This is an optimization exercise on Yosys and OpenROAD, whose aim is small area and a short achievable clock period, not a production implementation. Only simulation tests tie the RTL to the original design; equivalence was not proved. Power is estimated from default activity; no workload was simulated.

==> flow/design.v (excerpt) <==
module axi_slave #(
    parameter AXI_ID_WD   = 2,
    parameter AXI_DATA_WD = 32,
    parameter AXI_ADDR_WD = 32,
    parameter AXI_STRB_WD = 4
    )(
    input                      S_AXI_ACLK,
    input                      S_AXI_ARESETN,
    input  [AXI_ADDR_WD-1 : 0] S_AXI_AWADDR,
    input  [AXI_ID_WD-1   : 0] S_AXI_AWID,
    input  [1 : 0]             S_AXI_AWBURST,
    input  [2 : 0]             S_AXI_AWSIZE,
    input  [7 : 0]             S_AXI_AWLEN,
    input                      S_AXI_AWVALID,
    output                     S_AXI_AWREADY,
    input  [AXI_DATA_WD-1 : 0] S_AXI_WDATA,
    input  [AXI_STRB_WD-1 : 0] S_AXI_WSTRB,
    input                      S_AXI_WLAST,
    input                      S_AXI_WVALID,
    output                     S_AXI_WREADY,
    output [AXI_ID_WD-1   : 0] S_AXI_BID,
    output [1 : 0]             S_AXI_BRESP,
    output                     S_AXI_BVALID,
    input                      S_AXI_BREADY,
    input  [AXI_ADDR_WD-1 : 0] S_AXI_ARADDR,
    input  [AXI_ID_WD-1   : 0] S_AXI_ARID,
    input  [1 : 0]             S_AXI_ARBURST,
    input  [2 : 0]             S_AXI_ARSIZE,
    input  [7 : 0]             S_AXI_ARLEN,
    input                      S_AXI_ARVALID,
    output                     S_AXI_ARREADY,
    output [AXI_DATA_WD-1 : 0] S_AXI_RDATA,
    output                     S_AXI_RLAST,
    output [AXI_ID_WD-1   : 0] S_AXI_RID,
    output [1 : 0]             S_AXI_RRESP,
    output                     S_AXI_RVALID,
    input                      S_AXI_RREADY
    );
    localparam IW = AXI_ID_WD;
    reg            axi_awready;
    reg            axi_wready;
    reg [IW-1 : 0] axi_bid;
  ...
For scale: roughly 2200 flip-flops, ~180 I/O pins.
export LEC_CHECK = 0
export CAP_MARGIN = 20
export CELL_PAD_IN_SITES_DETAIL_PLACEMENT = 1
export CELL_PAD_IN_SITES_GLOBAL_PLACEMENT = 2
export CORE_MARGIN = 2
export CORE_UTILIZATION = 50
export CTS_CLUSTER_DIAMETER = 70
export CTS_CLUSTER_SIZE = 24
export PLACE_DENSITY = 0.66
export SETUP_SLACK_MARGIN = 5
export SLEW_MARGIN = 20
export SYNTH_HIERARCHICAL = 1
export SYNTH_MINIMUM_KEEP_SIZE = 0
export TNS_END_PERCENT = 5
create_clock -name core_clock -period 10.0 [get_ports {S_AXI_ACLK}]
standard.sh (not shown) runs the stock make flow with config.mk's settings and CLKGATE_MAP_FILE= SYNTH_SCRIPT=/design/flow/synth_recipe.tcl, a recipe that flattens the netlist after the stock synthesis.
==> flow/flow/run.sh <==
#!/bin/bash
set -euo pipefail
bash standard.sh SETUP_SLACK_MARGIN=6.0 "BUFFER_PORTS_ARGS=-buffer_cell sky130_fd_sc_hd__buf_2" finish > flow_make.log 2>&1
Edit:
==> flow/flow/run.sh (replaced) <==
#!/bin/bash
set -euo pipefail
bash standard.sh SETUP_SLACK_MARGIN=6.5 "BUFFER_PORTS_ARGS=-buffer_cell sky130_fd_sc_hd__buf_2" finish > flow_make.log 2>&1
Settings changed: CORE_UTILIZATION 50 to 58, PLACE_DENSITY 0.66 to 0.74, TNS_END_PERCENT 5 to 20.
Outcome: Worst setup slack improved by 0.13 ns; cell area went up by a few percent; synthesized cell count does not change; wire length rises by a few percent; hold slack is better by 0.023 ns; non-clock buffer count came out higher by 113.
Edit:
==> flow/flow/run.sh (replaced) <==
#!/bin/bash
set -euo pipefail
bash standard.sh SETUP_SLACK_MARGIN=6.0 "BUFFER_PORTS_ARGS=-buffer_cell sky130_fd_sc_hd__buf_2" finish > flow_make.log 2>&1
Settings changed: CORE_UTILIZATION 58 to 45, PLACE_DENSITY 0.74 to 0.62.
=> The new run went through all stages and came out clean. Total power is lower by 2.1%. Die area grows by 29%. Worst hold slack barely changes. Setup slack degrades by 0.13 ns.
Edit:
Settings changed: CORE_UTILIZATION 45 to 50, PLACE_DENSITY 0.62 to 0.66, TNS_END_PERCENT 20 to 50.
After rerunning: Total power decreases by 0.42%; clock skew decreases by 0.0095 ns; final area stays flat; via count increases by 1.5%.
Edit:
Settings changed: CTS_CLUSTER_DIAMETER 70 to 80, CTS_CLUSTER_SIZE 24 to 30, TNS_END_PERCENT 50 to 20.
The changed run finished clean.
Register-to-register slack gets better by 0.21 ns.
Hold slack is better by 0.0089 ns.
First-iteration DRC count fell by 6.2%.
Wire length drops by 3.4%.
Critical path depth goes up by 1.

static timing again, ports no longer ideal:
How much do the figures lean on ideal ports? The routed layouts below were timed once more, with nothing changed but the port constraints.
Step 1, drivers: a clkbuf_16 drives S_AXI_ACLK and a buf_2 each remaining input, both assumed.
Step 2, shift: input delay + t, output delay - t, t = (earliest + latest rising clock arrival at the registers) / 2. This alone moves slack from input paths to output paths.
Three values: ideal, step 1, step 2; two values: the first two.
run | t, ns | slack for setup (ns) | worst data-port slew with drivers (ns) | pins driven straight from the clock port
the first run | 0.907 | 5.751 / 5.717 / 4.890 | 0.10 | 1
the second run | 0.863 | 5.878 / 5.790 / 4.927 | 0.34 | 1
the third run | 0.905 | 5.743 / 5.789 / 4.883 | 0.11 | 1
the fourth run | 0.911 | 5.826 / 5.826 / 4.975 | 0.09 | 1
the fifth run | 0.905 | 5.889 / 5.940 / 5.035 | 0.11 | 1
After both steps every run listed still meets setup and hold. The setup slack of the second run, which loses most, moves by -0.088 ns with the drivers and by -0.951 ns with both steps.
